What follows belongs to an exercise in optimizing a design on an open flow for small area; a production flow would make more cautious choices.
Function was checked by simulation only, so behaviour that the tests miss may differ from the original.
The flow treats the clock pin as an ideal source, which a real chip does not have.
Power is estimated from default activity; no workload was simulated.

==> flow/config.mk <==
export PLATFORM = sky130hd
export DESIGN_NAME = uart
export DESIGN_NICKNAME = uart
export VERILOG_FILES = /design/flow/design.v
export SDC_FILE = /design/flow/constraint.sdc
export NUM_CORES = 4
export LEC_CHECK = 0
export CAP_MARGIN = 20
export CORE_MARGIN = 2
export CORE_UTILIZATION = 70
export SLEW_MARGIN = 20
==> flow/constraint.sdc <==
create_clock -name core_clock -period 20.0 [get_ports {i_clk}]
set_input_delay 4.0000 -clock core_clock [delete_from_list [all_inputs] [get_ports {i_clk}]]
set_output_delay 4.0000 -clock core_clock [all_outputs]
set_load 0.01 [all_outputs]
==> flow/design.v <==
module baud_rate_generator#(
  parameter CLK_FREQ = 50_000_000,
  parameter BAUD_RATE = 1200,
  parameter SAMPLING_RATE = 16,
  parameter MAX_TICKS = (CLK_FREQ + BAUD_RATE*SAMPLING_RATE - 1) / (BAUD_RATE*SAMPLING_RATE),
  parameter COUNT_WIDTH = $clog2(MAX_TICKS)
)(
  input  wire       i_clk,
  input  wire       i_rst_n,
  input  wire [1:0] i_bd_rate,
  output wire       o_tick
);
  localparam [11:0] Z  = 12'h440;    
  localparam [11:0] S0 = 12'h700,    
                    S1 = 12'h748,    
                    S2 = 12'h402,    
                    S3 = 12'h708;    
  reg [11:0] max_state;
  reg [11:0] counter;
  always @(*) begin
    case (i_bd_rate)
      2'b00:   max_state = S0;
      2'b01:   max_state = S1;
      2'b10:   max_state = S2;
      default: max_state = S3;
    endcase
  end
  assign o_tick = (counter == max_state);
  wire fb = counter[11] ^ counter[8] ^ counter[6] ^ counter[5] ^ ~|counter[10:0];
  always @(posedge i_clk, negedge i_rst_n) begin
    if(!i_rst_n)
      counter <= Z;
    else if(o_tick)
      counter <= Z;
    else
      counter <= {counter[10:0], fb};
  end
endmodule
module fifo#(
  parameter WIDTH = 8,
  parameter DEPTH = 8
)(
  input wire              i_clk,
  input wire              i_rst_n,
  input wire  [WIDTH-1:0] i_wr_data,
  input wire              i_wr,
  input wire              i_rd,
  output wire [WIDTH-1:0] o_rd_data,
  output wire             o_full,
  output wire             o_empty
);
  localparam AW = $clog2(DEPTH);
  reg [WIDTH-1:0] mem [0:DEPTH-1];
  reg [AW:0] wr_ptr, rd_ptr;
  assign o_full  = (wr_ptr[AW] != rd_ptr[AW]) && (wr_ptr[AW-1:0] == rd_ptr[AW-1:0]);
  assign o_empty = (rd_ptr == wr_ptr);
  wire do_wr = i_wr && (!o_full || i_rd);
  wire do_rd = i_rd && (!o_empty || i_wr);
  always @(posedge i_clk) begin
    if(do_wr)
      mem[wr_ptr[AW-1:0]] <= i_wr_data;
  end
  always @(posedge i_clk, negedge i_rst_n) begin
    if(!i_rst_n)
      wr_ptr <= 'b0;
    else if(do_wr)
      wr_ptr <= wr_ptr + 1'b1;
  end
  always @(posedge i_clk, negedge i_rst_n) begin
    if(!i_rst_n)
      rd_ptr <= 'b0;
    else if(do_rd)
      rd_ptr <= rd_ptr + 1'b1;
  end
  reg [WIDTH-1:0] rd_data;
  integer i;
  always @(*) begin
    rd_data = {WIDTH{1'b0}};
    for (i = 0; i < DEPTH; i = i + 1)
      rd_data = rd_data | (mem[i] & {WIDTH{rd_ptr[AW-1:0] == i}});
  end
  assign o_rd_data = rd_data;
endmodule
module rx#(
  parameter DBITS = 8,
  parameter SBITS = 2,
  parameter SAMPLING_RATE = 16
)(
  input  wire             i_clk,
  input  wire             i_rst_n,
  input  wire             i_rx,
  input  wire             i_s_tick,
  input  wire             i_d_num,
  input  wire             i_s_num,
  input  wire [1:0]       i_par,
  output wire [2:0]       o_err,         
  output wire             o_rx_done,
  output wire [DBITS-1:0] o_rx_data
);
  localparam [2:0]  IDLE  = 3'b000,
                    START = 3'b001,
                    DATA  = 3'b010,
                    PRTY  = 3'b011,
                    STOP  = 3'b100;
  reg stop_err, start_err, parity_err;
  reg stop_check, start_check, parity_check;
  reg [2:0] state_reg, state_next;
  reg [3:0] s_reg, s_next;
  reg [$clog2(DBITS)-1:0] n_reg, n_next;
  reg [DBITS-1:0] b_reg, b_next;
  reg rx_done;
  wire [3:0] s_step = {s_reg[2:0], s_reg[3] ^ s_reg[2] ^ ~|s_reg[2:0]};
  wire s_end  = (s_reg[3:0] == 4'd13);                           
  wire sb_end = s_end & (n_reg[0] != i_s_num);
  wire s_15   = (s_reg == 4'd8);                                
  wire [2:0] n_step = {n_reg[1:0], n_reg[2] ^ n_reg[1] ^ ~|n_reg[1:0]};
  wire n_last = (n_reg == (i_d_num ? 3'd4 : 3'd6));            
  assign o_err = {stop_err, parity_err, start_err};
  always @(posedge i_clk, negedge i_rst_n) begin
    if(!i_rst_n)
      start_err <= 1'b0;
    else if(start_check)
      start_err <= i_rx;
  end
  always @(posedge i_clk, negedge i_rst_n) begin
    if(!i_rst_n)
      stop_err <= 1'b0;
    else if(stop_check)
      stop_err <= ~i_rx;
  end
  always @(posedge i_clk, negedge i_rst_n) begin
    if(!i_rst_n)
      parity_err <= 1'b0;
    else if(parity_check)
      parity_err <= ^(b_reg[DBITS-1:1]) ^ (i_d_num & b_reg[0]) ^ i_rx ^ ~i_par[0];
  end
  always @(posedge i_clk, negedge i_rst_n) begin
    if(!i_rst_n) begin
      state_reg <= IDLE;
      b_reg[DBITS-1] <= 1'b0;
    end
    else begin
      state_reg <= state_next;
      b_reg[DBITS-1] <= b_next[DBITS-1];
    end
  end
  always @(posedge i_clk) begin
    s_reg <= s_next;
    n_reg <= n_next;
    b_reg[DBITS-2:0] <= b_next[DBITS-2:0];
  end
  always @(*) begin
    state_next = state_reg;
    s_next = s_reg;
    n_next = n_reg;
    b_next = b_reg;
    rx_done = 1'b0;
    start_check = 1'b0;
    parity_check = 1'b0;
    stop_check = 1'b0;
    case (state_reg)
      IDLE: begin
        s_next = 0;
        if(!i_rx)
          state_next = START;
      end
      START: begin
        if(i_s_tick) begin
          s_next = s_step;
          if(s_end) begin
            state_next = DATA;
            start_check = 1'b1;
            n_next = 0;
          end
        end
      end
      DATA: begin
        if(i_s_tick) begin
          s_next = s_step;
          if(s_end) begin
            b_next = {i_rx, b_reg[DBITS-1:1]};
            if(n_last) begin
              state_next = ^(i_par)? PRTY : STOP;
              n_next = 0;
            end
            else begin
              n_next = n_step;
            end
          end
        end
      end
      PRTY: begin
        if(i_s_tick) begin
          s_next = s_step;
          if(s_end) begin
            parity_check = 1'b1;
            state_next = STOP;
          end
        end
      end
      STOP: begin
        if(i_s_tick) begin
          s_next = s_step;
          if(sb_end) begin
            state_next = IDLE;
            stop_check = 1'b1;
            rx_done = 1'b1;
          end
          else if(s_15)
            n_next[0] = ~n_reg[0];
        end
      end
      default: begin
        state_next = IDLE;
      end
    endcase
  end
  assign o_rx_data = i_d_num? b_reg : {1'b0, b_reg[DBITS-1:1]};
  assign o_rx_done = rx_done;
endmodule
module tx#(
  parameter DBITS = 8,
  parameter SBITS = 2,
  parameter SAMPLING_RATE = 16
)(
  input  wire             i_clk,
  input  wire             i_rst_n,
  input  wire             i_tx_start,
  input  wire [DBITS-1:0] i_tx_data,
  input  wire             i_s_tick,
  input  wire             i_d_num,         
  input  wire             i_s_num,         
  input  wire [1:0]       i_par,           
  output wire             o_tx_done,
  output wire             o_tx
);
  localparam [2:0]  IDLE  = 3'b000,
                    START = 3'b001,
                    DATA  = 3'b010,
                    PRTY  = 3'b011,
                    STOP  = 3'b100;
  reg pbit;
  reg [2:0] state_reg, state_next;
  reg [3:0] s_reg, s_next;
  reg [2:0] n_reg, n_next;
  reg n_wrap, n_wrap_next;
  reg tx_reg, tx_next;
  reg tx_done;
  reg dbit;
  wire [3:0] s_step  = {s_reg[2:0], s_reg[3] ^ s_reg[2] ^ ~|s_reg[2:0]};
  wire       s_last  = (s_reg[3:0] == 4'd8);                    
  wire       sb_last = s_last & (n_reg[0] == i_s_num);
  wire [2:0] n_step  = {n_reg[1:0], n_reg[2] ^ n_reg[1] ^ ~|n_reg[1:0]};
  wire       n_7     = (n_reg == 3'd4);                         
  wire       n_last  = i_d_num ? n_7 : (n_reg == 3'd6);         
  always @(*) begin
    case (n_reg)
      3'd0:    dbit = i_tx_data[0];
      3'd1:    dbit = i_tx_data[1];
      3'd2:    dbit = i_tx_data[2];
      3'd5:    dbit = i_tx_data[3];
      3'd3:    dbit = i_tx_data[4];
      3'd7:    dbit = i_tx_data[5];
      3'd6:    dbit = i_tx_data[6];
      default: dbit = i_tx_data[7];
    endcase
  end
  always @(*) begin
    pbit = ^(i_tx_data[DBITS-2:0]) ^ (i_d_num & i_tx_data[DBITS-1]) ^ ~i_par[0];
  end
  always @(posedge i_clk, negedge i_rst_n) begin
    if(!i_rst_n) begin
      state_reg <= IDLE;
      tx_reg <= 1'b1;
    end
    else begin
      state_reg <= state_next;
      tx_reg <= tx_next;
    end
  end
  always @(posedge i_clk) begin
    s_reg <= s_next;
    n_reg <= n_next;
    n_wrap <= n_wrap_next;
  end
  always @(*) begin
    state_next = state_reg;
    s_next = s_reg;
    n_next = n_reg;
    n_wrap_next = n_wrap;
    tx_next = 1'b1;
    tx_done = 1'b0;
    case(state_reg)
      IDLE: begin
        tx_next = 1'b1;
        s_next = 0;
        if(i_tx_start)
          state_next = START;
      end
      START: begin
        tx_next = 1'b0;
        if(i_s_tick) begin
          s_next = s_step;
          if(s_last) begin
            state_next = DATA;
            n_next = 0;
            n_wrap_next = 1'b0;
          end
        end
      end
      DATA: begin
        tx_next = dbit & ~n_wrap;
        if(i_s_tick) begin
          s_next = s_step;
          if(s_last) begin
            if(n_last) begin
              state_next = ^(i_par)? PRTY : STOP;
              n_next = 0;
            end
            else begin
              n_next = n_step;
              if(n_7)
                n_wrap_next = 1'b1;
            end
          end
        end
      end
      PRTY: begin
        tx_next = pbit;
        if(i_s_tick) begin
          s_next = s_step;
          if(s_last) begin
            state_next = STOP;
          end
        end
      end
      STOP: begin
        tx_next = 1'b1;
        if(i_s_tick) begin
          s_next = s_step;
          if(sb_last) begin
            tx_done = 1'b1;
            state_next = IDLE;
          end
          else if(s_last)
            n_next[0] = ~n_reg[0];
        end
      end
      default: begin
        state_next = IDLE;
      end
    endcase
  end
  assign o_tx = tx_reg;
  assign o_tx_done = tx_done;
endmodule
module uart#(
  parameter CLK_FREQ = 50_000_000,
  parameter BAUD_RATE = 1200,
  parameter SAMPLING_RATE = 16,
  parameter DBITS = 8,
  parameter SBITS = 2,
  parameter FIFO_DEPTH = 8
)(
  input  wire             i_clk,
  input  wire             i_rst_n,
  input  wire             i_wr_uart,
  input  wire             i_rd_uart,
  input  wire [DBITS-1:0] i_wr_data,
  input  wire [1:0]       i_bd_rate,
  input  wire             i_d_num,
  input  wire             i_s_num,
  input  wire [1:0]       i_par,
  input  wire             i_rx,
  output wire             o_tx,
  output wire             o_rx_empty,
  output wire             o_tx_full,
  output wire             o_rx_full,
  output wire [2:0]       o_err,
  output wire [DBITS-1:0] o_rd_data
);
  wire s_tick;
  wire [DBITS-1:0] tx_fifo_rd_data;
  wire [DBITS-1:0] rx_fifo_wr_data;
  wire tx_fifo_empty, tx_fifo_not_empty;
  wire tx_fifo_rd;
  wire rx_fifo_wr;
  assign tx_fifo_not_empty = ~tx_fifo_empty;
  baud_rate_generator#(
    .CLK_FREQ(CLK_FREQ),
    .BAUD_RATE(BAUD_RATE),
    .SAMPLING_RATE(SAMPLING_RATE)
  ) baud_rate_generator_u(
    .i_clk(i_clk),
    .i_rst_n(i_rst_n),
    .i_bd_rate(i_bd_rate),
    .o_tick(s_tick)
  );
  fifo#(
    .WIDTH(DBITS),
    .DEPTH(FIFO_DEPTH)
  ) tx_fifo(
    .i_clk(i_clk),
    .i_rst_n(i_rst_n),
    .i_wr_data(i_wr_data),
    .i_wr(i_wr_uart),
    .i_rd(tx_fifo_rd),
    .o_rd_data(tx_fifo_rd_data),
    .o_full(o_tx_full),
    .o_empty(tx_fifo_empty)
  );
  tx#(
    .DBITS(DBITS),
    .SBITS(SBITS),
    .SAMPLING_RATE(SAMPLING_RATE)
  ) tx_u(
    .i_clk(i_clk),
    .i_rst_n(i_rst_n),
    .i_tx_start(tx_fifo_not_empty),
    .i_tx_data(tx_fifo_rd_data),
    .i_s_tick(s_tick),
    .i_d_num(i_d_num),
    .i_s_num(i_s_num),
    .i_par(i_par),
    .o_tx_done(tx_fifo_rd),
    .o_tx(o_tx)
  );
  fifo#(
    .WIDTH(DBITS),
    .DEPTH(FIFO_DEPTH)
  ) rx_fifo(
    .i_clk(i_clk),
    .i_rst_n(i_rst_n),
    .i_wr_data(rx_fifo_wr_data),
    .i_wr(rx_fifo_wr),
    .i_rd(i_rd_uart),
    .o_rd_data(o_rd_data),
    .o_full(o_rx_full),
    .o_empty(o_rx_empty)
  );
  rx#(
    .DBITS(DBITS),
    .SBITS(SBITS),
    .SAMPLING_RATE(SAMPLING_RATE)
  ) rx_u(
    .i_clk(i_clk),
    .i_rst_n(i_rst_n),
    .i_rx(i_rx),
    .i_s_tick(s_tick),
    .i_d_num(i_d_num),
    .i_s_num(i_s_num),
    .i_par(i_par),
    .o_err(o_err),
    .o_rx_done(rx_fifo_wr),
    .o_rx_data(rx_fifo_wr_data)
  );
endmodule
==> flow/flow/run.sh <==
#!/bin/bash
# The standard layout, changed in three ways that leave the design and
# its registers as the standard synthesis makes them:
#  - synthesis maps the logic with an area-oriented ABC script
#    (flow/abc_area.script) instead of ORFS's speed script, and leaves
#    adders to ABC instead of mapping them to half/full-adder cells first
#    (ADDER_MAP_FILE empty); everything else in synthesis (synth_recipe.tcl
#    and ORFS's synth.tcl) is unchanged;
#  - each port gets a buf_1 instead of ORFS's default port buffer;
#  - the clock tree is built by flow/cts_tree.tcl (run as ORFS's
#    PRE_CTS_TCL hook): one root buffer and 11 leaf buffers over k-means
#    clusters of the flip-flops, instead of TritonCTS's 17-buffer H-tree.
set -euo pipefail
HERE=$PWD
rm -rf "$HERE/orfs_scripts"
cp -r "$FLOW_HOME/scripts" "$HERE/orfs_scripts"
cp "$HERE/flow/abc_area.script" "$HERE/orfs_scripts/abc_speed.script"
bash standard.sh SCRIPTS_DIR="$HERE/orfs_scripts" ADDER_MAP_FILE= synth > "$HERE/synth.log" 2>&1
export BUFFER_PORTS_ARGS="-buffer_cell sky130_fd_sc_hd__buf_1"
export PRE_CTS_TCL="$HERE/flow/cts_tree.tcl"
export CTS_ARGS="-dont_use_dummy_load -buf_list {sky130_fd_sc_hd__clkbuf_8}"
bash standard.sh > "$HERE/standard.log" 2>&1
==> flow/flow/abc_area.script <==
strash
&get -n
&deepsyn -T 30 -S 1
&put
dch -f
&get -n
&nf -R 1000
&put
strash
dc2
strash
&get -n
&deepsyn -T 30 -S 1
&put
dch -f
&get -n
&nf -R 1000
&put
topo
==> flow/flow/cts_tree.tcl <==
# Builds the clock tree by hand: the clock port drives one root buffer, which
# drives NLEAF leaf buffers, each driving one cluster of flip-flops. The
# clusters come from k-means on the flip-flop positions, with sizes kept
# near-equal so every leaf sees a similar load.
proc mytree_build {nleaf rootm leafm} {
  set db [ord::get_db]
  set block [ord::get_db_block]
  set clk [$block findNet i_clk]
  set sinks {}
  foreach it [$clk getITerms] {
    set inst [$it getInst]
    set bb [$inst getBBox]
    lappend sinks [list $it [expr {([$bb xMin] + [$bb xMax]) / 2.0}] [expr {([$bb yMin] + [$bb yMax]) / 2.0}]]
  }
  set n [llength $sinks]
  set cap [expr {int(ceil(double($n) / $nleaf))}]
  # initial centres: sinks sorted by x then split, seeded along a grid
  set sorted [lsort -real -index 1 $sinks]
  set centres {}
  for {set k 0} {$k < $nleaf} {incr k} {
    set s [lindex $sorted [expr {int(($k + 0.5) * $n / $nleaf)}]]
    lappend centres [list [lindex $s 1] [lindex $s 2]]
  }
  for {set iter 0} {$iter < 30} {incr iter} {
    # capacitated assignment: greedily give each sink its nearest centre
    # with room, sinks taken in order of how much they prefer their best
    set prefs {}
    set i 0
    foreach s $sinks {
      set ds {}
      set k 0
      foreach c $centres {
        set dx [expr {[lindex $s 1] - [lindex $c 0]}]
        set dy [expr {[lindex $s 2] - [lindex $c 1]}]
        lappend ds [list $k [expr {abs($dx) + abs($dy)}]]
        incr k
      }
      set ds [lsort -real -index 1 $ds]
      set gap [expr {[lindex $ds 1 1] - [lindex $ds 0 1]}]
      lappend prefs [list $i $gap $ds]
      incr i
    }
    set prefs [lsort -real -decreasing -index 1 $prefs]
    for {set k 0} {$k < $nleaf} {incr k} { set cnt($k) 0 }
    array unset asg
    foreach p $prefs {
      foreach d [lindex $p 2] {
        set k [lindex $d 0]
        if {$cnt($k) < $cap} { set asg([lindex $p 0]) $k; incr cnt($k); break }
      }
    }
    set newc {}
    for {set k 0} {$k < $nleaf} {incr k} { set sx($k) 0.0; set sy($k) 0.0 }
    set i 0
    foreach s $sinks {
      set k $asg($i)
      set sx($k) [expr {$sx($k) + [lindex $s 1]}]
      set sy($k) [expr {$sy($k) + [lindex $s 2]}]
      incr i
    }
    for {set k 0} {$k < $nleaf} {incr k} {
      if {$cnt($k) > 0} {
        lappend newc [list [expr {$sx($k) / $cnt($k)}] [expr {$sy($k) / $cnt($k)}]]
      } else {
        lappend newc [lindex $centres $k]
      }
    }
    set centres $newc
  }
  set rm [$db findMaster $rootm]
  set lm [$db findMaster $leafm]
  # root at the centre of the leaf centres
  set rx 0.0; set ry 0.0
  foreach c $centres { set rx [expr {$rx + [lindex $c 0]}]; set ry [expr {$ry + [lindex $c 1]}] }
  set rx [expr {int($rx / $nleaf)}]; set ry [expr {int($ry / $nleaf)}]
  set root [odb::dbInst_create $block $rm "clkbuf_root"]
  $root setLocation $rx $ry
  $root setPlacementStatus PLACED
  set rnet [odb::dbNet_create $block "clknet_root"]
  $rnet setSigType CLOCK
  [$root findITerm A] connect $clk
  [$root findITerm X] connect $rnet
  for {set k 0} {$k < $nleaf} {incr k} {
    set c [lindex $centres $k]
    set leaf [odb::dbInst_create $block $lm "clkbuf_leaf_$k"]
    $leaf setLocation [expr {int([lindex $c 0])}] [expr {int([lindex $c 1])}]
    $leaf setPlacementStatus PLACED
    set net($k) [odb::dbNet_create $block "clknet_leaf_$k"]
    $net($k) setSigType CLOCK
    [$leaf findITerm A] connect $rnet
    [$leaf findITerm X] connect $net($k)
  }
  set i 0
  foreach s $sinks {
    set it [lindex $s 0]
    $it disconnect
    $it connect $net($asg($i))
    incr i
  }
  for {set k 0} {$k < $nleaf} {incr k} { puts "mytree: leaf $k drives $cnt($k) flip-flops" }
}

set mytree_nleaf 11
mytree_build $mytree_nleaf sky130_fd_sc_hd__clkbuf_8 sky130_fd_sc_hd__clkbuf_8
set_propagated_clock [all_clocks]
estimate_parasitics -placement
for {set k 0} {$k < $mytree_nleaf} {incr k} {
  set slew [get_property [get_pins clkbuf_leaf_$k/X] slew_max]
  puts "mytree: leaf $k output slew $slew ns"
  if {$slew > 0.110} {
    replace_cell [get_cells clkbuf_leaf_$k] sky130_fd_sc_hd__clkbuf_16
    puts "mytree: leaf $k upsized to clkbuf_16"
  }
}
set mytree_nets [list i_clk clknet_root]
for {set k 0} {$k < $mytree_nleaf} {incr k} { lappend mytree_nets clknet_leaf_$k }
set_cts_config -skip_nets $mytree_nets
==> flow/standard.sh <==
#!/bin/bash
# synth_recipe.tcl (not shown) runs the flow's synth.tcl, then flattens the netlist and writes it again
# the make line also repeats each setting of config.mk as NAME=value (left out here)
make -C /OpenROAD-flow-scripts/flow DESIGN_CONFIG=/design/flow/config.mk WORK_HOME=/design/flow/orfs CLKGATE_MAP_FILE= SYNTH_SCRIPT=/design/flow/synth_recipe.tcl "${@:-finish}"
==> results_tabular.tex, run 1 <==
\begin{tabular}{lr}
\hline
Metric & Value \\
\hline
\multicolumn{2}{l}{\textbf{Timing}} \\
Slew at the pin closest to its max-slew limit & roughly 1.2 ns \\
Final worst-path cycle share & approximately 34\% \\
Final setup skew & about 0.014 ns \\
Post-layout min period & around 6.8 ns \\
RSZ-0062 raised after global routing & no \\
Final number of hold-violating endpoints & 0 \\
Achievable clock frequency & $\sim$150 MHz \\
Final count of pins violating max slew & 0 \\
Total Neg Setup Slack & 0 ns \\
Final setup violation count & 0 \\
Min Hold Slack & 0.385 ns \\
Rel. slew slack & about 22\% \\
\multicolumn{2}{l}{\textbf{Min path}} \\
Worst hold-check path type & flop to flop \\
\multicolumn{2}{l}{\textbf{Synth}} \\
Simple-Gate Fraction of Synth Area & a little over a tenth \\
Number of flops mapped to enable cells by yosys & 150 \\
Yosys warning total & 4 \\
Register area share after synthesis & between 70\% and 80\% \\
Post-Synthesis Cells & around 540 \\
Xor and xnor area share after synthesis & under 10\% \\
Compound-Gate Fraction of Synth Area & 10.6\% \\
Average size of a mapped cell & $\sim$14 um2 \\
Flops \& latches, synth & approximately 190 \\
Most instantiated flip-flop cell in the synthesis netlist & edfxtp\_1 \\
Count of different cell masters after synthesis & 50 \\
Adder-cell share of the synthesized area & 0\% \\
Proportion of synthesized area in mux cells & 1.57\% \\
Largest family of logic cells by synthesized area & simple AND/OR/NAND/NOR gates \\
Number of nets produced by synthesis & about 550 \\
Proportion of register bits with asynchronous set or reset after synthesis & $\sim$21\% \\
Combined area of all synthesized cells & slightly below 0.008 mm2 \\
\multicolumn{2}{l}{\textbf{Die}} \\
Number of ports placed on the die boundary & 34 \\
Height of the die & between 100 and 150 um \\
DIE AREA & $\sim$0.012 mm2 \\
Number of core rows & 38 \\
Core area & 0.0108 mm2 \\
Width of the die & 109 um \\
Initial core utilization & between 70\% and 80\% \\
\multicolumn{2}{l}{\textbf{Critical path}} \\
Setup slack of the most critical reg-to-reg path & between 15 and 20 ns \\
Chain of cells forming the critical path & buf\_1, clkinv\_1, o21ai\_0, and4\_1, o211ai\_1, buf\_4, nand4bb\_1, nor3\_1, o21ai\_0, clkinv\_1, nand2\_1, nor3\_1 \\
Cell with the largest stage delay on the worst path & nor3\_1 \\
Gate family responsible for the most delay along the worst path & simple AND/OR/NAND/NOR gates \\
Critical Path AT & $\sim$7 ns \\
Crit path buf inv count & 4 \\
Maximum fanout encountered on the critical timing path & 15 \\
Worst reg2reg endpoint & tx\_fifo.mem[1][0] \\
Largest stage delay on the critical path & 0.90 ns \\
Crit path from & i\_bd\_rate[0] \\
Timing endpoint of the critical path & tx\_fifo.mem[1][0] \\
Crit start category & input pin \\
Reg2reg path depth & 10 \\
Reg-to-reg critical path startpoint & baud\_rate\_generator\_u.counter[2] \\
Worst Path Required & 20.06 ns \\
Type of the worst setup path & input pin to flop \\
Stages on the worst setup path & 12 \\
Critical Path End Type & flop \\
\multicolumn{2}{l}{\textbf{Drt}} \\
Drt first-iter violations & about 450 \\
First-pass iteration count of the detailed router & 4 \\
DRC violation count after routing & 0 \\
Total via count in the routed design & 4765 \\
Routed wire length & 16000 um \\
Per-cell via count in the routed design & roughly 6.6 \\
Remaining antenna violation count & 0 \\
Detail-routed net length per standard cell & around 22 um \\
\multicolumn{2}{l}{\textbf{Power and ir drop}} \\
Leak & roughly 2.9 nW \\
Total net switching power & 0.000149 W \\
Power share of the sequential group & between 60 and 70\% \\
Net switching share of the total power & approximately 22\% \\
Internal power component & $\sim$0.00051 W \\
Highest ir drop seen on vdd & between 80 and 90 uV \\
Power per standard cell area & 80.4 mW/mm2 \\
Relative contribution of combinational cells to total power & 7.2\% \\
Clock group share of total power & 23.5\% \\
\multicolumn{2}{l}{\textbf{Global route}} \\
GRT Overall Usage & between 20 and 30\% \\
Initial antenna violation count & 0 \\
GR Overflow Total & 0 \\
Number of global-route vias before repair & approximately 4.5k \\
Maximum number of pins on one net before global-route repair & 40 \\
Global-route wire length before repair & approximately 25000 um \\
\multicolumn{2}{l}{\textbf{Placement}} \\
Detailed placement HPWL & between 10000 and 15000 um \\
Global placer's final weighted congestion & slightly below 0.9 \\
Port bufs & 33 \\
Cell area after placement & approximately 0.0080 mm2 \\
\# placed instances & $\sim$700 \\
\multicolumn{2}{l}{\textbf{CTS}} \\
Resize count post-CTS & 0 \\
Total of hold buffers inserted after clock tree synthesis & 0 \\
CTS clock-pin slew for the worst setup and hold paths & 0.09 ns \\
Setup bufs post-CTS & 0 \\
Worst skew pair latency & roughly 0.43 ns \\
\multicolumn{2}{l}{\textbf{Cells and area}} \\
Antenna diode instance count & 0 \\
Final Instance Area & approximately 0.0083 mm2 \\
End-of-flow core utilization & 76.5\% \\
Fin nets & approximately 600 \\
Layout Cells excl Fill & 722 \\
Area delta synth->final & 6.94\% \\
Fraction of layout cells with a size suffix above 1 & roughly 5.7\% \\
\multicolumn{2}{l}{\textbf{Run status}} \\
Status & no timing/DRC/antenna violations \\
\multicolumn{2}{l}{\textbf{Run}} \\
Max-capacitance violation count & 0 \\
\hline
\end{tabular}
-- metrics by stage --
step / total power, W / worst slack (ns)
after CTS: 0.000662 / 13.13
after global placement: 0.000512 / 12.95
after detailed placement: 0.000514 / 12.70
final: 0.000663 / 13.20
after global routing: 0.000682 / 12.94
after floorplan: 0.000493 / 13.08
-- power by group through the flow --
stage / Sequential [W] / Clock (W) / Combinational [W]
after global placement: 0.000467 / 0 / 0.0000453
after floorplan: 0.000462 / 0 / 0.0000314
after global routing: 0.000461 / 0.000169 / 0.0000522
after detailed placement: 0.000467 / 0 / 0.0000468
final: 0.000460 / 0.000156 / 0.0000477
after CTS: 0.000458 / 0.000157 / 0.0000470
-- Yosys cell counts (2+ instances only) --
cell type	n	area, um2
buf_4	3	22.5
xnor2_1	26	228
dfstp_2	3	78.8
nor4_1	6	37.5
a21oi_1	10	50.1
nand3_1	10	50.1
o211ai_1	3	22.5
mux2_1	9	101
xor2_1	16	140
nor4b_1	2	17.5
dfrtp_1	36	901
o31ai_1	3	22.5
a31oi_1	3	18.8
a221oi_1	8	70.1
and3b_1	3	26.3
edfxtp_1	150	4500
nand2_1	32	120
nor3b_1	7	52.6
a211oi_1	2	15.0
and3_1	9	56.3
a22oi_1	46	345
mux2i_1	2	20.0
a22o_1	9	78.8
clkinv_1	12	45.0
buf_1	4	15.0
nand4_1	7	43.8
nand2b_1	7	43.8
o21ai_0	13	65.1
and2_0	16	100
o21a_1	4	30.0
nor2b_1	6	37.5
nor2_1	39	146
nor3_1	12	60.1
-- cell families after synthesis --
kind of cell              after synthesis
xor gates and xnor gates               42
muxes                                  11
buffers and inverters                  19
AOI/OAI and AO/OA                     112
and+or+nand+nor                       162
DFF                                   189
-- cell usage in the layout, fill, tap and decap left out, types with 2 or more instances in the layout --
cell type / count
a221oi_1: 8
dfrtp_1: 36
xor2_1: 16
buf_4: 9
nor4b_1: 2
nor2b_1: 6
a31oi_1: 3
nor3b_2: 5
a22oi_1: 46
a22o_1: 9
clkbuf_8: 12
nand2_1: 32
mux2_1: 9
nand2b_1: 7
buf_1: 32
o21ai_0: 13
xnor2_1: 26
o211ai_1: 3
a21oi_1: 10
edfxtp_1: 150
clkinv_1: 12
nor4_1: 6
and3b_1: 3
a211oi_1: 2
and3_1: 9
nor3_2: 3
nand4_1: 7
o31ai_1: 3
nor3b_1: 2
mux2i_1: 2
nor3_1: 9
and2_0: 16
nand3_1: 10
o21a_1: 4
dfstp_2: 3
nor2_1: 39
-- area by class of cell --
class | count | area, um2
Sequential cell | 189 | 5480
Fill cell | 657 | 2540
Inverter | 12 | 45.0
Timing Repair Buffer | 42 | 193
Tap cell | 140 | 175
Buffer | 12 | 165
Multi-Input combinational cell | 327 | 2190
-- worst min path at each step --
stage                                      from                                to  depth (start not counted)  slack [ns]
2_1_floorplan                       tx_u.n_wrap                       tx_u.tx_reg                          1        0.37
3_3_place_gp   baud_rate_generator_u.counter[0]  baud_rate_generator_u.counter[1]                          0        0.36
3_5_place_dp   baud_rate_generator_u.counter[0]  baud_rate_generator_u.counter[1]                          0        0.36
4_1_cts        baud_rate_generator_u.counter[0]  baud_rate_generator_u.counter[1]                          0        0.39
5_1_grt        baud_rate_generator_u.counter[0]  baud_rate_generator_u.counter[1]                          0        0.41
6_report       baud_rate_generator_u.counter[0]  baud_rate_generator_u.counter[1]                          0        0.39
-- metal layers --
metal | wire length (um) | track usage (%) | up-vias
li1 | - | - | 2150
met1 | 6550 | 38.8 | 2348
met2 | 7920 | 48.8 | 228
met3 | 1120 | 2.15 | 39
met4 | 402 | 5.31 | 0
met5 | 0 | 0 | -
==> inputs of run 2 (changes only) <==
--- a/flow/design.v
+++ b/flow/design.v
@@ -100,20 +100,19 @@
   localparam [2:0]  IDLE  = 3'b000,
                     START = 3'b001,
-                    DATA  = 3'b010,
-                    PRTY  = 3'b011,
-                    STOP  = 3'b100;
+                    PRTY  = 3'b010,
+                    STOP  = 3'b100;    
   reg stop_err, start_err, parity_err;
   reg stop_check, start_check, parity_check;
-  reg [2:0] state_reg, state_next;
+  reg d_reg, d_next;
+  reg [2:0] q_reg, q_next;
   reg [3:0] s_reg, s_next;
-  reg [$clog2(DBITS)-1:0] n_reg, n_next;
   reg [DBITS-1:0] b_reg, b_next;
   reg rx_done;
   wire [3:0] s_step = {s_reg[2:0], s_reg[3] ^ s_reg[2] ^ ~|s_reg[2:0]};
-  wire s_end  = (s_reg[3:0] == 4'd13);                           
-  wire sb_end = s_end & (n_reg[0] != i_s_num);
-  wire s_15   = (s_reg == 4'd8);                                
-  wire [2:0] n_step = {n_reg[1:0], n_reg[2] ^ n_reg[1] ^ ~|n_reg[1:0]};
-  wire n_last = (n_reg == (i_d_num ? 3'd4 : 3'd6));            
+  wire s_end  = (s_reg == 4'd13);                                
+  wire s_15   = (s_reg == 4'd8);                                 
+  wire sb_end = s_end & (q_reg[0] != i_s_num);
+  wire [2:0] n_step = {q_reg[1:0], q_reg[2] ^ q_reg[1] ^ ~|q_reg[1:0]};
+  wire n_last = (q_reg == (i_d_num ? 3'd4 : 3'd6));            
   assign o_err = {stop_err, parity_err, start_err};
   always @(posedge i_clk, negedge i_rst_n) begin
@@ -137,9 +136,11 @@
   always @(posedge i_clk, negedge i_rst_n) begin
     if(!i_rst_n) begin
-      state_reg <= IDLE;
+      d_reg <= 1'b0;
+      q_reg <= IDLE;
       b_reg[DBITS-1] <= 1'b0;
     end
     else begin
-      state_reg <= state_next;
+      d_reg <= d_next;
+      q_reg <= q_next;
       b_reg[DBITS-1] <= b_next[DBITS-1];
     end
@@ -147,11 +148,10 @@
   always @(posedge i_clk) begin
     s_reg <= s_next;
-    n_reg <= n_next;
     b_reg[DBITS-2:0] <= b_next[DBITS-2:0];
   end
   always @(*) begin
-    state_next = state_reg;
+    d_next = d_reg;
+    q_next = q_reg;
     s_next = s_reg;
-    n_next = n_reg;
     b_next = b_reg;
     rx_done = 1'b0;
@@ -159,60 +159,62 @@
     parity_check = 1'b0;
     stop_check = 1'b0;
-    case (state_reg)
-      IDLE: begin
-        s_next = 0;
-        if(!i_rx)
-          state_next = START;
-      end
-      START: begin
-        if(i_s_tick) begin
-          s_next = s_step;
-          if(s_end) begin
-            state_next = DATA;
-            start_check = 1'b1;
-            n_next = 0;
+    if(d_reg) begin
+      if(i_s_tick) begin
+        s_next = s_step;
+        if(s_end) begin
+          b_next = {i_rx, b_reg[DBITS-1:1]};
+          if(n_last) begin
+            d_next = 1'b0;
+            q_next = ^(i_par)? PRTY : STOP;
+          end
+          else begin
+            q_next = n_step;
           end
         end
       end
-      DATA: begin
-        if(i_s_tick) begin
-          s_next = s_step;
-          if(s_end) begin
-            b_next = {i_rx, b_reg[DBITS-1:1]};
-            if(n_last) begin
-              state_next = ^(i_par)? PRTY : STOP;
-              n_next = 0;
-            end
-            else begin
-              n_next = n_step;
+    end
+    else begin
+      casez (q_reg)
+        IDLE: begin
+          s_next = 0;
+          if(!i_rx)
+            q_next = START;
+        end
+        START: begin
+          if(i_s_tick) begin
+            s_next = s_step;
+            if(s_end) begin
+              d_next = 1'b1;
+              q_next = 0;
+              start_check = 1'b1;
             end
           end
         end
-      end
-      PRTY: begin
-        if(i_s_tick) begin
-          s_next = s_step;
-          if(s_end) begin
-            parity_check = 1'b1;
-            state_next = STOP;
+        PRTY: begin
+          if(i_s_tick) begin
+            s_next = s_step;
+            if(s_end) begin
+              parity_check = 1'b1;
+              q_next = STOP;
+            end
           end
         end
-      end
-      STOP: begin
-        if(i_s_tick) begin
-          s_next = s_step;
-          if(sb_end) begin
-            state_next = IDLE;
-            stop_check = 1'b1;
-            rx_done = 1'b1;
+        3'b10?: begin
+          if(i_s_tick) begin
+            s_next = s_step;
+            if(sb_end) begin
+              q_next = IDLE;
+              stop_check = 1'b1;
+              rx_done = 1'b1;
+            end
+            else if(s_15)
+              q_next[0] = ~q_reg[0];
           end
-          else if(s_15)
-            n_next[0] = ~n_reg[0];
         end
-      end
-      default: begin
-        state_next = IDLE;
-      end
-    endcase
+        default: begin
+          q_next = IDLE;
+        end
+      endcase
+    end
   end
   assign o_rx_data = i_d_num? b_reg : {1'b0, b_reg[DBITS-1:1]};
@@ -237,11 +239,10 @@
   localparam [2:0]  IDLE  = 3'b000,
                     START = 3'b001,
-                    DATA  = 3'b010,
-                    PRTY  = 3'b011,
-                    STOP  = 3'b100;
+                    PRTY  = 3'b010,
+                    STOP  = 3'b100;    
   reg pbit;
-  reg [2:0] state_reg, state_next;
+  reg d_reg, d_next;
+  reg [2:0] q_reg, q_next;
   reg [3:0] s_reg, s_next;
-  reg [2:0] n_reg, n_next;
   reg n_wrap, n_wrap_next;
   reg tx_reg, tx_next;
@@ -249,11 +250,11 @@
   reg dbit;
   wire [3:0] s_step  = {s_reg[2:0], s_reg[3] ^ s_reg[2] ^ ~|s_reg[2:0]};
-  wire       s_last  = (s_reg[3:0] == 4'd8);                    
-  wire       sb_last = s_last & (n_reg[0] == i_s_num);
-  wire [2:0] n_step  = {n_reg[1:0], n_reg[2] ^ n_reg[1] ^ ~|n_reg[1:0]};
-  wire       n_7     = (n_reg == 3'd4);                         
-  wire       n_last  = i_d_num ? n_7 : (n_reg == 3'd6);         
+  wire       s_last  = (s_reg == 4'd8);                         
+  wire       sb_last = s_last & (q_reg[0] == i_s_num);
+  wire [2:0] n_step  = {q_reg[1:0], q_reg[2] ^ q_reg[1] ^ ~|q_reg[1:0]};
+  wire       n_7     = (q_reg == 3'd4);                         
+  wire       n_last  = i_d_num ? n_7 : (q_reg == 3'd6);         
   always @(*) begin
-    case (n_reg)
+    case (q_reg)
       3'd0:    dbit = i_tx_data[0];
       3'd1:    dbit = i_tx_data[1];
@@ -271,9 +272,11 @@
   always @(posedge i_clk, negedge i_rst_n) begin
     if(!i_rst_n) begin
-      state_reg <= IDLE;
+      d_reg <= 1'b0;
+      q_reg <= IDLE;
       tx_reg <= 1'b1;
     end
     else begin
-      state_reg <= state_next;
+      d_reg <= d_next;
+      q_reg <= q_next;
       tx_reg <= tx_next;
     end
@@ -281,74 +284,74 @@
   always @(posedge i_clk) begin
     s_reg <= s_next;
-    n_reg <= n_next;
     n_wrap <= n_wrap_next;
   end
   always @(*) begin
-    state_next = state_reg;
+    d_next = d_reg;
+    q_next = q_reg;
     s_next = s_reg;
-    n_next = n_reg;
     n_wrap_next = n_wrap;
     tx_next = 1'b1;
     tx_done = 1'b0;
-    case(state_reg)
-      IDLE: begin
-        tx_next = 1'b1;
-        s_next = 0;
-        if(i_tx_start)
-          state_next = START;
-      end
-      START: begin
-        tx_next = 1'b0;
-        if(i_s_tick) begin
-          s_next = s_step;
-          if(s_last) begin
-            state_next = DATA;
-            n_next = 0;
-            n_wrap_next = 1'b0;
+    if(d_reg) begin
+      tx_next = dbit & ~n_wrap;
+      if(i_s_tick) begin
+        s_next = s_step;
+        if(s_last) begin
+          if(n_last) begin
+            d_next = 1'b0;
+            q_next = ^(i_par)? PRTY : STOP;
+          end
+          else begin
+            q_next = n_step;
+            if(n_7)
+              n_wrap_next = 1'b1;
           end
         end
       end
-      DATA: begin
-        tx_next = dbit & ~n_wrap;
-        if(i_s_tick) begin
-          s_next = s_step;
-          if(s_last) begin
-            if(n_last) begin
-              state_next = ^(i_par)? PRTY : STOP;
-              n_next = 0;
-            end
-            else begin
-              n_next = n_step;
-              if(n_7)
-                n_wrap_next = 1'b1;
+    end
+    else begin
+      casez (q_reg)
+        IDLE: begin
+          tx_next = 1'b1;
+          s_next = 0;
+          if(i_tx_start)
+            q_next = START;
+        end
+        START: begin
+          tx_next = 1'b0;
+          if(i_s_tick) begin
+            s_next = s_step;
+            if(s_last) begin
+              d_next = 1'b1;
+              q_next = 0;
+              n_wrap_next = 1'b0;
             end
           end
         end
-      end
-      PRTY: begin
-        tx_next = pbit;
-        if(i_s_tick) begin
-          s_next = s_step;
-          if(s_last) begin
-            state_next = STOP;
+        PRTY: begin
+          tx_next = pbit;
+          if(i_s_tick) begin
+            s_next = s_step;
+            if(s_last)
+              q_next = STOP;
           end
         end
-      end
-      STOP: begin
-        tx_next = 1'b1;
-        if(i_s_tick) begin
-          s_next = s_step;
-          if(sb_last) begin
-            tx_done = 1'b1;
-            state_next = IDLE;
+        3'b10?: begin
+          tx_next = 1'b1;
+          if(i_s_tick) begin
+            s_next = s_step;
+            if(sb_last) begin
+              tx_done = 1'b1;
+              q_next = IDLE;
+            end
+            else if(s_last)
+              q_next[0] = ~q_reg[0];
           end
-          else if(s_last)
-            n_next[0] = ~n_reg[0];
         end
-      end
-      default: begin
-        state_next = IDLE;
-      end
-    endcase
+        default: begin
+          q_next = IDLE;
+        end
+      endcase
+    end
   end
   assign o_tx = tx_reg;
--- a/flow/config.mk
+++ b/flow/config.mk
@@ -9,3 +9,4 @@
 export CORE_MARGIN = 2
 export CORE_UTILIZATION = 70
+export GPL_TIMING_DRIVEN = 0
 export SLEW_MARGIN = 20
==> results_tabular.tex, run 2 <==
\begin{tabular}{lr}
\hline
Metric & Value \\
\hline
\multicolumn{2}{l}{\textbf{Synth}} \\
Cell types with the highest counts after synthesis & edfxtp\_1 (144), a22oi\_1 (49), nor2\_1 (45), dfrtp\_1 (38), xnor2\_1 (32) \\
Combined area of all synthesized cells & 0.00764 mm2 \\
Average size of a mapped cell & $\sim$14 um2 \\
Largest family of logic cells by synthesized area & simple AND/OR/NAND/NOR gates \\
Simple-Gate Fraction of Synth Area & a little over a tenth \\
Number of flops mapped to enable cells by yosys & around 140 \\
Register area share after synthesis & between 70\% and 80\% \\
Xor and xnor area share after synthesis & $\sim$5.4\% \\
Synth area leader & edfxtp\_1 \\
Most instantiated flip-flop cell in the synthesis netlist & edfxtp\_1 \\
Flops \& latches, synth & 185 \\
Post-Synthesis Cells & 539 \\
Adder-cell share of the synthesized area & 0\% \\
Number of nets produced by synthesis & 558 \\
Count leader, synth & edfxtp\_1 \\
Compound-Gate Fraction of Synth Area & roughly 11\% \\
Yosys warning total & 4 \\
Largest cells by area after synthesis & edfxtp\_1 (57\%), dfrtp\_1 (12\%), a22oi\_1 (4.8\%) \\
Proportion of synthesized area in mux cells & under 10\% \\
Area share of the leading cell type in the synthesized netlist & 56.6\% \\
Count of different cell masters after synthesis & 43 \\
Proportion of register bits with asynchronous set or reset after synthesis & 22.2\% \\
\multicolumn{2}{l}{\textbf{Min path}} \\
Worst hold-check path type & flop to flop \\
Hold-critical path depth & 1 \\
Hold Path End & baud\_rate\_generator\_u.counter[1] \\
Hold Startpoint & baud\_rate\_generator\_u.counter[0] \\
\multicolumn{2}{l}{\textbf{Die}} \\
Width of the die & 108 um \\
Number of ports placed on the die boundary & 34 \\
DIE AREA & 0.0118 mm2 \\
Initial core utilization & a little under three quarters \\
Core area & roughly 0.011 mm2 \\
Number of core rows & 38 \\
Height of the die & 108 um \\
\multicolumn{2}{l}{\textbf{Placement}} \\
Global placer's final weighted congestion & $\sim$0.84 \\
Detailed placement HPWL & a little under 10000 um \\
Port bufs & 33 \\
Cell area after placement & $\sim$0.008 mm2 \\
\multicolumn{2}{l}{\textbf{Global route}} \\
Global routing met2 resource utilization & a little under half \\
GR Overflow Total & 0 \\
Initial antenna violation count & 0 \\
Busiest layer in global routing & met2 \\
Met1 track utilization from global routing & between 30\% and 40\% \\
Number of global-route vias before repair & about 4.5k \\
Met3 demand-to-capacity share in global routing & $\sim$2.3\% \\
GRT Overall Usage & between 20\% and 30\% \\
Global-route wire length before repair & around 23000 um \\
Maximum number of pins on one net before global-route repair & 32 \\
\multicolumn{2}{l}{\textbf{Timing}} \\
Achievable clock frequency & $\sim$140 MHz \\
Final count of pins violating max slew & 0 \\
Total Neg Setup Slack & 0 ns \\
Final setup violation count & 0 \\
RSZ-0062 raised after global routing & no \\
Final number of hold-violating endpoints & 0 \\
Post-layout min period & 6.96 ns \\
Final setup skew & 0.0111 ns \\
Rel. slew slack & between 30\% and 40\% \\
Final worst-path cycle share & a little over a third \\
Slew at the pin closest to its max-slew limit & a little over 1 ns \\
\multicolumn{2}{l}{\textbf{CTS}} \\
CTS clock-pin slew for the worst setup and hold paths & about 0.10 ns \\
Total of hold buffers inserted after clock tree synthesis & 0 \\
Worst skew pair latency & around 0.43 ns \\
Resize count post-CTS & 0 \\
Setup bufs post-CTS & 0 \\
\multicolumn{2}{l}{\textbf{Drt}} \\
Remaining antenna violation count & 0 \\
Per-cell via count in the routed design & around 6.3 \\
Drt first-iter violations & about 370 \\
Total via count in the routed design & between 4k and 5k \\
Detail-routed net length per standard cell & $\sim$21 um \\
Routed wire length & $\sim$15000 um \\
DRC violation count after routing & 0 \\
First-pass iteration count of the detailed router & 5 \\
\multicolumn{2}{l}{\textbf{Critical path}} \\
Chain of cells forming the critical path & buf\_1, xnor2\_1, nand3\_1, nor2\_1, o2111ai\_2, nand4bb\_1, nor4\_1, o21ai\_0, nor2\_1, nand2\_1, nor2\_1 \\
Most Frequent Cell on Critical Path & nor2\_1 \\
Cell with the largest stage delay on the worst path & nor2\_1 \\
Type of the worst setup path & input pin to flop \\
Largest stage delay on the critical path & about 0.73 ns \\
Gate family responsible for the most delay along the worst path & simple AND/OR/NAND/NOR gates \\
Crit path from & i\_bd\_rate[0] \\
Reg2reg path depth & 8 \\
Worst reg2reg endpoint & tx\_fifo.mem[3][7] \\
Setup slack of the most critical reg-to-reg path & $\sim$16 ns \\
Critical Path End Type & flop \\
Worst Path Required & around 20 ns \\
Crit start category & input pin \\
Maximum fanout encountered on the critical timing path & 16 \\
Crit path buf inv count & 1 \\
Reg-to-reg critical path startpoint & baud\_rate\_generator\_u.counter[0] \\
Critical Path AT & 7.02 ns \\
\multicolumn{2}{l}{\textbf{Cells and area}} \\
Fraction of layout cells with a size suffix above 1 & 5.64\% \\
Antenna diode instance count & 0 \\
Most common library cell in the layout ignoring fill and taps & edfxtp\_1 \\
Leading cell types in the layout, fill and taps excluded & edfxtp\_1 (144), a22oi\_1 (49), nor2\_1 (45), dfrtp\_1 (38), buf\_1 (36) \\
Area delta synth->final & 7.22\% \\
Final Instance Area & 0.00819 mm2 \\
Fin nets & around 600 \\
\multicolumn{2}{l}{\textbf{Power and ir drop}} \\
Leak & $\sim$2.8 nW \\
Power per standard cell area & just under 100 mW/mm2 \\
Highest ir drop seen on vdd & between 70 and 80 uV \\
\multicolumn{2}{l}{\textbf{Run status}} \\
Status & no timing/DRC/antenna violations \\
\multicolumn{2}{l}{\textbf{Run}} \\
Max-capacitance violation count & 0 \\
\hline
\end{tabular}
run 2: cell count changes after synthesis, moves of 4 or more:
cell	previous run	this run
edfxtp_1	150	144
xnor2_1	26	32
and2_0	16	8
a21oi_1	10	16
nor2_1	39	45
mux2_1	9	13
nand4_1	7	11
a22o_1	9	16
run 2: where the power goes:
group | internal, W | switching, W | total (W)
sequential | 0.000442 | 0.0000272 | 0.000469
clock | 0.0000541 | 0.000104 | 0.000158
combinational | 0.0000608 | 0.000100 | 0.000161
total | 0.000557 | 0.000232 | 0.000789
run 2: kinds of logic (layout without fill, tap and decap cells):
group,count (synthesis),after routing
AND/OR/NAND/NOR,160,160
XOR/XNOR,47,47
multiplexers,14,14
AO/OA/AOI/OAI,115,115
buffers and inverters,18,64
flip-flops,185,185
run 2: final cells by class:
class	count	area (um2)
Sequential cell	185	5350
Fill cell	645	2550
Multi-Input combinational cell	336	2280
Buffer	19	203
Tap cell	140	175
Timing Repair Buffer	34	145
Inverter	11	41.3
run 2: worst max path at each step:
stage | end | slack (ns) | depth (start not counted)
floorplan | rx_fifo.mem[4][0] | 13.27 | 8
global placement | tx_fifo.mem[0][7] | 12.24 | 11
detailed placement | tx_fifo.mem[3][7] | 12.40 | 11
CTS | tx_fifo.mem[3][7] | 12.85 | 11
global route | tx_fifo.mem[3][5] | 12.74 | 10
finish | tx_fifo.mem[3][7] | 13.04 | 11
run 2: through the flow:
stage                     worst slack (ns)  util (%)  hold WS (ns)  cells  total power, W
after CTS                            12.85      76.1         0.468    725        0.000788
after global placement               12.24      73.9         0.445    712        0.000627
after detailed placement             12.40      74.6         0.443    713        0.000637
final                                13.04      76.3         0.473    725        0.000789
after floorplan                      13.27         -         0.429    539        0.000579
after global routing                 12.74      76.3         0.487    725        0.000824
run 2: per-layer routing:
metal	vias up	wire (um)
li1	2168	-
met1	2259	6000
met2	146	7870
met3	20	875
met4	0	262
met5	-	0
==> inputs of run 3 (changes only) <==
--- a/flow/config.mk
+++ b/flow/config.mk
@@ -6,7 +6,7 @@
 export NUM_CORES = 4
 export LEC_CHECK = 0
-export CAP_MARGIN = 20
+export CAP_MARGIN = 0
 export CORE_MARGIN = 2
 export CORE_UTILIZATION = 70
 export GPL_TIMING_DRIVEN = 0
-export SLEW_MARGIN = 20
+export SLEW_MARGIN = 0
==> results_tabular.tex, run 3 <==
\begin{tabular}{lr}
\hline
Metric & Value \\
\hline
\multicolumn{2}{l}{\textbf{Run status}} \\
Status & no timing/DRC/antenna violations \\
\multicolumn{2}{l}{\textbf{Critical path}} \\
Type of the worst setup path & input pin to flop \\
Crit path buf inv count & 1 \\
Crit start category & input pin \\
Largest stage delay on the critical path & approximately 0.94 ns \\
Maximum fanout encountered on the critical timing path & 16 \\
Reg-to-reg critical path startpoint & baud\_rate\_generator\_u.counter[0] \\
Chain of cells forming the critical path & buf\_1, xnor2\_1, nand3\_1, nor2\_1, o2111ai\_1, or4\_1, a21oi\_1, nand2b\_1, nor3\_1 \\
Gate family responsible for the most delay along the worst path & simple AND/OR/NAND/NOR gates \\
Critical Path AT & 7.26 ns \\
Worst Path Required & 20.05 ns \\
Critical Path End Type & flop \\
Crit path from & i\_bd\_rate[0] \\
Cell with the largest stage delay on the worst path & nor3\_1 \\
\multicolumn{2}{l}{\textbf{Power and ir drop}} \\
Leak & between 2 and 3 nW \\
Power per standard cell area & between 90 and 100 mW/mm2 \\
Highest ir drop seen on vdd & 87.7 uV \\
\multicolumn{2}{l}{\textbf{Global route}} \\
Maximum number of pins on one net before global-route repair & between 40 and 50 \\
Global-route wire length before repair & 23200 um \\
Number of global-route vias before repair & about 4.4k \\
GR Overflow Total & 0 \\
Initial antenna violation count & 0 \\
GRT Overall Usage & roughly a quarter \\
\multicolumn{2}{l}{\textbf{Timing}} \\
Final number of hold-violating endpoints & 0 \\
Rel. slew slack & between 10\% and 20\% \\
RSZ-0062 raised after global routing & no \\
Total Neg Setup Slack & 0 ns \\
Achievable clock frequency & 139 MHz \\
Final worst-path cycle share & about 36\% \\
Slew at the pin closest to its max-slew limit & roughly 1.3 ns \\
Min Hold Slack & $\sim$0.47 ns \\
Post-layout min period & 7.20 ns \\
Final count of pins violating max slew & 0 \\
Final setup skew & between 0.015 and 0.02 ns \\
Final setup violation count & 0 \\
\multicolumn{2}{l}{\textbf{Placement}} \\
Detailed placement HPWL & roughly 9800 um \\
\# placed instances & roughly 700 \\
Global placer's final weighted congestion & 0.839 \\
Port bufs & 33 \\
\multicolumn{2}{l}{\textbf{Die}} \\
Core area & around 0.011 mm2 \\
DIE AREA & between 0.01 and 0.015 mm2 \\
Number of ports placed on the die boundary & 34 \\
Initial core utilization & approximately 71\% \\
Width of the die & 108 um \\
Number of core rows & 38 \\
Height of the die & $\sim$110 um \\
\multicolumn{2}{l}{\textbf{Synth}} \\
Flops \& latches, synth & 185 \\
Combined area of all synthesized cells & between 0.007 and 0.008 mm2 \\
Largest cells by area after synthesis & edfxtp\_1 (57\%), dfrtp\_1 (12\%), a22oi\_1 (4.8\%) \\
Number of flops mapped to enable cells by yosys & 144 \\
Count of different cell masters after synthesis & 43 \\
Most instantiated flip-flop cell in the synthesis netlist & edfxtp\_1 \\
Area share of the leading cell type in the synthesized netlist & between 50 and 60\% \\
Proportion of register bits with asynchronous set or reset after synthesis & 22.2\% \\
Yosys warning total & 4 \\
Synth area leader & edfxtp\_1 \\
Number of nets produced by synthesis & between 500 and 600 \\
Count leader, synth & edfxtp\_1 \\
Cell types with the highest counts after synthesis & edfxtp\_1 (144), a22oi\_1 (49), nor2\_1 (45), dfrtp\_1 (38), xnor2\_1 (32) \\
Average size of a mapped cell & 14.2 um2 \\
Register area share after synthesis & 70.1\% \\
Post-Synthesis Cells & roughly 540 \\
\multicolumn{2}{l}{\textbf{Drt}} \\
Routed wire length & $\sim$15000 um \\
First-pass iteration count of the detailed router & 5 \\
Remaining antenna violation count & 0 \\
DRC violation count after routing & 0 \\
Total via count in the routed design & roughly 4.6k \\
Detail-routed net length per standard cell & $\sim$20 um \\
Per-cell via count in the routed design & 6.31 \\
Drt first-iter violations & 420 \\
\multicolumn{2}{l}{\textbf{Cells and area}} \\
Area delta synth->final & 6.32\% \\
Leading cell types in the layout, fill and taps excluded & edfxtp\_1 (144), a22oi\_1 (49), nor2\_1 (45), dfrtp\_1 (38), buf\_1 (36) \\
Multi-input logic area & $\sim$0.0022 mm2 \\
Antenna diode instance count & 0 \\
Fillers & 680 \\
Layout Cells excl Fill & about 730 \\
Most common library cell in the layout ignoring fill and taps & edfxtp\_1 \\
Area used by sequential logic in the layout & approximately 0.0054 mm2 \\
Fraction of layout cells with a size suffix above 1 & approximately 3.8\% \\
Fin nets & between 600 and 700 \\
\multicolumn{2}{l}{\textbf{CTS}} \\
CTS clock-pin slew for the worst setup and hold paths & about 0.10 ns \\
Setup bufs post-CTS & 0 \\
Resize count post-CTS & 0 \\
Total of hold buffers inserted after clock tree synthesis & 0 \\
Worst skew pair latency & between 0.4 and 0.5 ns \\
\multicolumn{2}{l}{\textbf{Min path}} \\
Worst hold-check path type & flop to flop \\
Hold Startpoint & baud\_rate\_generator\_u.counter[2] \\
\multicolumn{2}{l}{\textbf{Run}} \\
Max-capacitance violation count & 0 \\
\hline
\end{tabular}
run 3: cell count changes in the layout (fill, tap and decap cells not counted):
| cell | delta |
|---|---|
| buf_12 | -1 |
| buf_4 | +1 |
| nor3_1 | +4 |
| nor3_2 | -4 |
| nor3b_1 | +6 |
| nor3b_2 | -6 |
| o2111ai_1 | +1 |
| o2111ai_2 | -1 |
run 3: cell type report:
class / instances / area share [%]
repair buffers: 34 / 1.63
plain buffers: 19 / 2.49
multi-input cells: 336 / 27.3
well taps: 140 / 2.16
flip-flops and latches: 185 / 65.9
inverters: 11 / 0.508
run 3: kinds of logic (layout without fill, tap and decap cells):
family | Yosys count | count (layout) | share of synthesized area, %
DFF | 185 | 185 | 70.1
buffers and inverters | 18 | 64 | 1.03
muxes | 14 | 14 | 2.05
xor gates and xnor gates | 47 | 47 | 5.39
and+or+nand+nor | 160 | 160 | 10.8
AOI/OAI and AO/OA | 115 | 115 | 10.7
run 3: worst paths after layout:
| path | cells past startpoint | to | slack, ns |
|---|---|---|---|
| min in group asynchronous | 1 | rx_u.q_reg[1] | 3.68 |
| min | 1 | baud_rate_generator_u.counter[3] | 0.47 |
| min reg2reg | 1 | baud_rate_generator_u.counter[3] | 0.47 |
| max | 9 | rx_fifo.mem[0][4] | 12.80 |
| max in group asynchronous | 1 | baud_rate_generator_u.counter[7] | 15.75 |
| max reg2reg | 6 | rx_fifo.mem[0][4] | 15.94 |
run 3: worst register-to-register path, cell delays in order (launching register included):
cell and delay (ns):
dfrtp_1 0.39, nor4_1 0.41, o2111ai_1 0.62, or4_1 0.77
a21oi_1 0.37, nand2b_1 0.17, nor3_1 0.94
run 3: metrics by stage:
stage               power, W  worst slack (ns)  cell area, um2  utilization [%]
floorplan           0.000579             13.27            7640                -
global placement    0.000627             12.24            7940             73.9
detailed placement  0.000633             12.09            7950             74.0
CTS                 0.000787             12.58            8120             75.5
global route        0.000821             12.41            8130             75.6
finish              0.000785             12.80            8130             75.6
run 3: report_power, final:
part	leakage (nW)	switching (W)	internal (W)
Sequential	1.85	0.0000239	0.000442
Clock	0.0863	0.000106	0.0000540
Combinational	0.860	0.0000992	0.0000599
Total	2.79	0.000229	0.000556
run 3: metal layers:
layer  vias up  routed length (um)  part of all wire [%]  GRT usage (%)
li1       2164                   -                     -              -
met3        26                 735                   5.0           2.89
met4         0                 342                   2.3           6.23
met2       116                7550                    51           45.7
met1      2269                6100                    41           34.8
met5         -                   0                     0              0
==> inputs of run 4 (changes only) <==
--- a/flow/config.mk
+++ b/flow/config.mk
@@ -8,5 +8,5 @@
 export CAP_MARGIN = 0
 export CORE_MARGIN = 2
-export CORE_UTILIZATION = 70
+export CORE_UTILIZATION = 78
 export GPL_TIMING_DRIVEN = 0
 export SLEW_MARGIN = 0
==> results_tabular.tex, run 4 <==
\begin{tabular}{lr}
\hline
Metric & Value \\
\hline
\multicolumn{2}{l}{\textbf{Drt}} \\
Remaining antenna violation count & 0 \\
Detail-routed net length per standard cell & between 20 and 25 um \\
Per-cell via count in the routed design & between 6 and 7 \\
DRC violation count after routing & 0 \\
Total via count in the routed design & 4731 \\
Drt first-iter violations & 391 \\
Routed wire length & around 15000 um \\
First-pass iteration count of the detailed router & 5 \\
\multicolumn{2}{l}{\textbf{Die}} \\
Height of the die & between 100 and 150 um \\
Width of the die & 103 um \\
Number of ports placed on the die boundary & 34 \\
Core area & 0.00964 mm2 \\
Initial core utilization & 79.3\% \\
Number of core rows & 36 \\
DIE AREA & $\sim$0.011 mm2 \\
\multicolumn{2}{l}{\textbf{CTS}} \\
Setup bufs post-CTS & 0 \\
Worst skew pair latency & between 0.4 and 0.5 ns \\
Resize count post-CTS & 0 \\
CTS clock-pin slew for the worst setup and hold paths & roughly 0.090 ns \\
Total of hold buffers inserted after clock tree synthesis & 0 \\
\multicolumn{2}{l}{\textbf{Global route}} \\
Number of global-route vias before repair & 4508 \\
Busiest layer in global routing & met2 \\
GRT Overall Usage & 28.4\% \\
Initial antenna violation count & 0 \\
GR Overflow Total & 0 \\
Met1 track utilization from global routing & 36.6\% \\
Global-route wire length before repair & about 23000 um \\
Met3 demand-to-capacity share in global routing & between 2 and 3\% \\
Global routing met2 resource utilization & slightly above 50\% \\
Maximum number of pins on one net before global-route repair & 42 \\
\multicolumn{2}{l}{\textbf{Synth}} \\
Adder-cell share of the synthesized area & 0\% \\
Most instantiated flip-flop cell in the synthesis netlist & edfxtp\_1 \\
Number of nets produced by synthesis & between 500 and 600 \\
Largest family of logic cells by synthesized area & simple AND/OR/NAND/NOR gates \\
Combined area of all synthesized cells & around 0.0076 mm2 \\
Post-Synthesis Cells & around 540 \\
Average size of a mapped cell & approximately 14 um2 \\
Synth area leader & edfxtp\_1 \\
Register area share after synthesis & roughly 70\% \\
Cell types with the highest counts after synthesis & edfxtp\_1 (144), a22oi\_1 (49), nor2\_1 (45), dfrtp\_1 (38), xnor2\_1 (32) \\
Proportion of register bits with asynchronous set or reset after synthesis & 22.2\% \\
Count leader, synth & edfxtp\_1 \\
Largest cells by area after synthesis & edfxtp\_1 (57\%), dfrtp\_1 (12\%), a22oi\_1 (4.8\%) \\
Yosys warning total & 4 \\
Compound-Gate Fraction of Synth Area & 10.7\% \\
Xor and xnor area share after synthesis & 5.39\% \\
Area share of the leading cell type in the synthesized netlist & a little under three fifths \\
Count of different cell masters after synthesis & 43 \\
Simple-Gate Fraction of Synth Area & approximately 11\% \\
Number of flops mapped to enable cells by yosys & 144 \\
Flops \& latches, synth & 185 \\
Proportion of synthesized area in mux cells & approximately 2\% \\
\multicolumn{2}{l}{\textbf{Run status}} \\
Status & no timing/DRC/antenna violations \\
\multicolumn{2}{l}{\textbf{Cells and area}} \\
Leading cell types in the layout, fill and taps excluded & edfxtp\_1 (144), a22oi\_1 (49), nor2\_1 (45), dfrtp\_1 (38), buf\_1 (36) \\
Fraction of layout cells with a size suffix above 1 & under 10\% \\
Multi-input logic area & between 0.002 and 0.0025 mm2 \\
Area delta synth->final & 6.52\% \\
Antenna diode instance count & 0 \\
Most common library cell in the layout ignoring fill and taps & edfxtp\_1 \\
Area used by sequential logic in the layout & between 0.005 and 0.006 mm2 \\
Fillers & between 400 and 500 \\
End-of-flow core utilization & a little over four fifths \\
Fin nets & 606 \\
\multicolumn{2}{l}{\textbf{Critical path}} \\
Chain of cells forming the critical path & buf\_1, xnor2\_1, nand3\_1, nor2\_1, o2111ai\_1, or4\_1, a21oi\_1, nand2b\_1, nor3\_1 \\
Crit path buf inv count & 1 \\
Type of the worst setup path & input pin to flop \\
Crit start category & input pin \\
Largest stage delay on the critical path & 1.04 ns \\
Critical Path End Type & flop \\
Maximum fanout encountered on the critical timing path & 16 \\
Worst Path Required & 20.06 ns \\
Cell with the largest stage delay on the worst path & nor3\_1 \\
Gate family responsible for the most delay along the worst path & simple AND/OR/NAND/NOR gates \\
Critical Path AT & between 7 and 8 ns \\
\multicolumn{2}{l}{\textbf{Timing}} \\
Final count of pins violating max slew & 0 \\
Slew at the pin closest to its max-slew limit & between 1 and 1.5 ns \\
Achievable clock frequency & approximately 140 MHz \\
Post-layout min period & between 7 and 8 ns \\
Final worst-path cycle share & 36.8\% \\
Final setup skew & around 0.018 ns \\
Final number of hold-violating endpoints & 0 \\
Rel. slew slack & a little under a tenth \\
RSZ-0062 raised after global routing & no \\
Total Neg Setup Slack & 0 ns \\
Final setup violation count & 0 \\
\multicolumn{2}{l}{\textbf{Power and ir drop}} \\
Leak & between 2 and 3 nW \\
Highest ir drop seen on vdd & just over 90 uV \\
Power per standard cell area & between 90 and 100 mW/mm2 \\
\multicolumn{2}{l}{\textbf{Placement}} \\
Global placer's final weighted congestion & $\sim$0.85 \\
Port bufs & 33 \\
Detailed placement HPWL & 9810 um \\
\multicolumn{2}{l}{\textbf{Run}} \\
Max-capacitance violation count & 0 \\
\multicolumn{2}{l}{\textbf{Min path}} \\
Worst hold-check path type & flop to flop \\
\hline
\end{tabular}
## run 4: cell count changes in the layout (fill, tap and decap cells not counted)
cell       delta
buf_12        +1
buf_4         -1
clkbuf_16     +1
clkbuf_8      -1
## run 4: worst paths after layout
kind | start | to | slack (ns) | cells after the start
setup / recovery | i_bd_rate[0] | rx_fifo.mem[0][5] | 12.63 | 9
hold / removal | baud_rate_generator_u.counter[0] | baud_rate_generator_u.counter[1] | 0.47 | 1
setup reg to reg | baud_rate_generator_u.counter[0] | rx_fifo.mem[0][5] | 15.81 | 6
hold reg to reg | baud_rate_generator_u.counter[0] | baud_rate_generator_u.counter[1] | 0.47 | 1
max in group asynchronous | i_rst_n | tx_u.tx_reg | 16.21 | 2
min in group asynchronous | i_rst_n | rx_fifo.wr_ptr[2] | 3.51 | 2
## run 4: layout make-up
| class | count | area share, % |
|---|---|---|
| plain buffers | 19 | 2.63 |
| inverters | 11 | 0.507 |
| multi-input cells | 336 | 27.3 |
| flip-flops and latches | 185 | 65.8 |
| well taps | 133 | 2.04 |
| repair buffers | 34 | 1.78 |
## run 4: layer usage
layer,vias up,share of wire (%)
met2,244,52
met5,-,0
met3,41,7.7
met1,2290,37
met4,0,2.7
li1,2156,-
## run 4: worst register-to-register path, delay by kind of cell (launching register included)
| family | cells | cell delay (ns) |
|---|---|---|
| simple gates | 4 | 2.40 |
| compound gates | 2 | 1.01 |
| flops | 1 | 0.39 |
## run 4: logic make-up after synthesis
family | count (synthesis)
mux | 14
xor+xnor | 47
flops | 185
compound gates | 115
simple gates | 160
buf+inv | 18
## run 4: through the flow
stage	area [um2]	std cells	hold slack, ns	power [W]	worst slack [ns]
6_report	8140	718	0.474	0.000789	12.63
5_1_grt	8140	718	0.485	0.000828	12.22
4_1_cts	8130	718	0.467	0.000790	12.54
3_5_place_dp	7950	706	0.445	0.000634	12.08
3_3_place_gp	7930	705	0.433	0.000626	12.26
2_1_floorplan	7640	539	0.429	0.000579	13.27
## run 4: where the power goes
| part | switching (W) | internal, W |
|---|---|---|
| logic | 0.0000995 | 0.0000597 |
| registers | 0.0000253 | 0.000442 |
| clock network | 0.000104 | 0.0000582 |
| total | 0.000229 | 0.000560 |

-- what the ideal ports hide --
Ports are ideal in the flow. The routed layouts listed here were re-timed in OpenROAD. Step 1 sets driving cells, clkbuf_16 on the clock port and buf_2 on the other inputs (assumed; they add their load-dependent delay and slew). Step 2 moves the port delays by t, midway between the first and last clock arrival at a register: inputs arrive t later, outputs are due t later. That takes back most of the time a late clock gives input paths. Slacks: ideal / step 1 / step 2; pairs: ideal / step 1.
run | shift t [ns] | slack for setup (ns) | hold WS [ns] | worst data-port slew with drivers (ns) | cell pins on the clock port's net
run 1 | 0.460 | 13.200 / 13.212 / 12.752 | 0.385 / 0.385 / 0.385 | 0.03 | 1
run 2 | 0.463 | 13.037 / 13.049 / 12.587 | 0.473 / 0.473 / 0.473 | 0.05 | 1
run 3 | 0.467 | 12.798 / 12.809 / 12.342 | 0.470 / 0.470 / 0.470 | 0.05 | 1
run 4 | 0.478 | 12.631 / 12.646 / 12.168 | 0.474 / 0.474 / 0.474 | 0.06 | 1
After both steps every run listed still meets setup and hold. The setup slack of run 4, which loses most, moves by +0.015 ns with the drivers and by -0.463 ns with both steps.
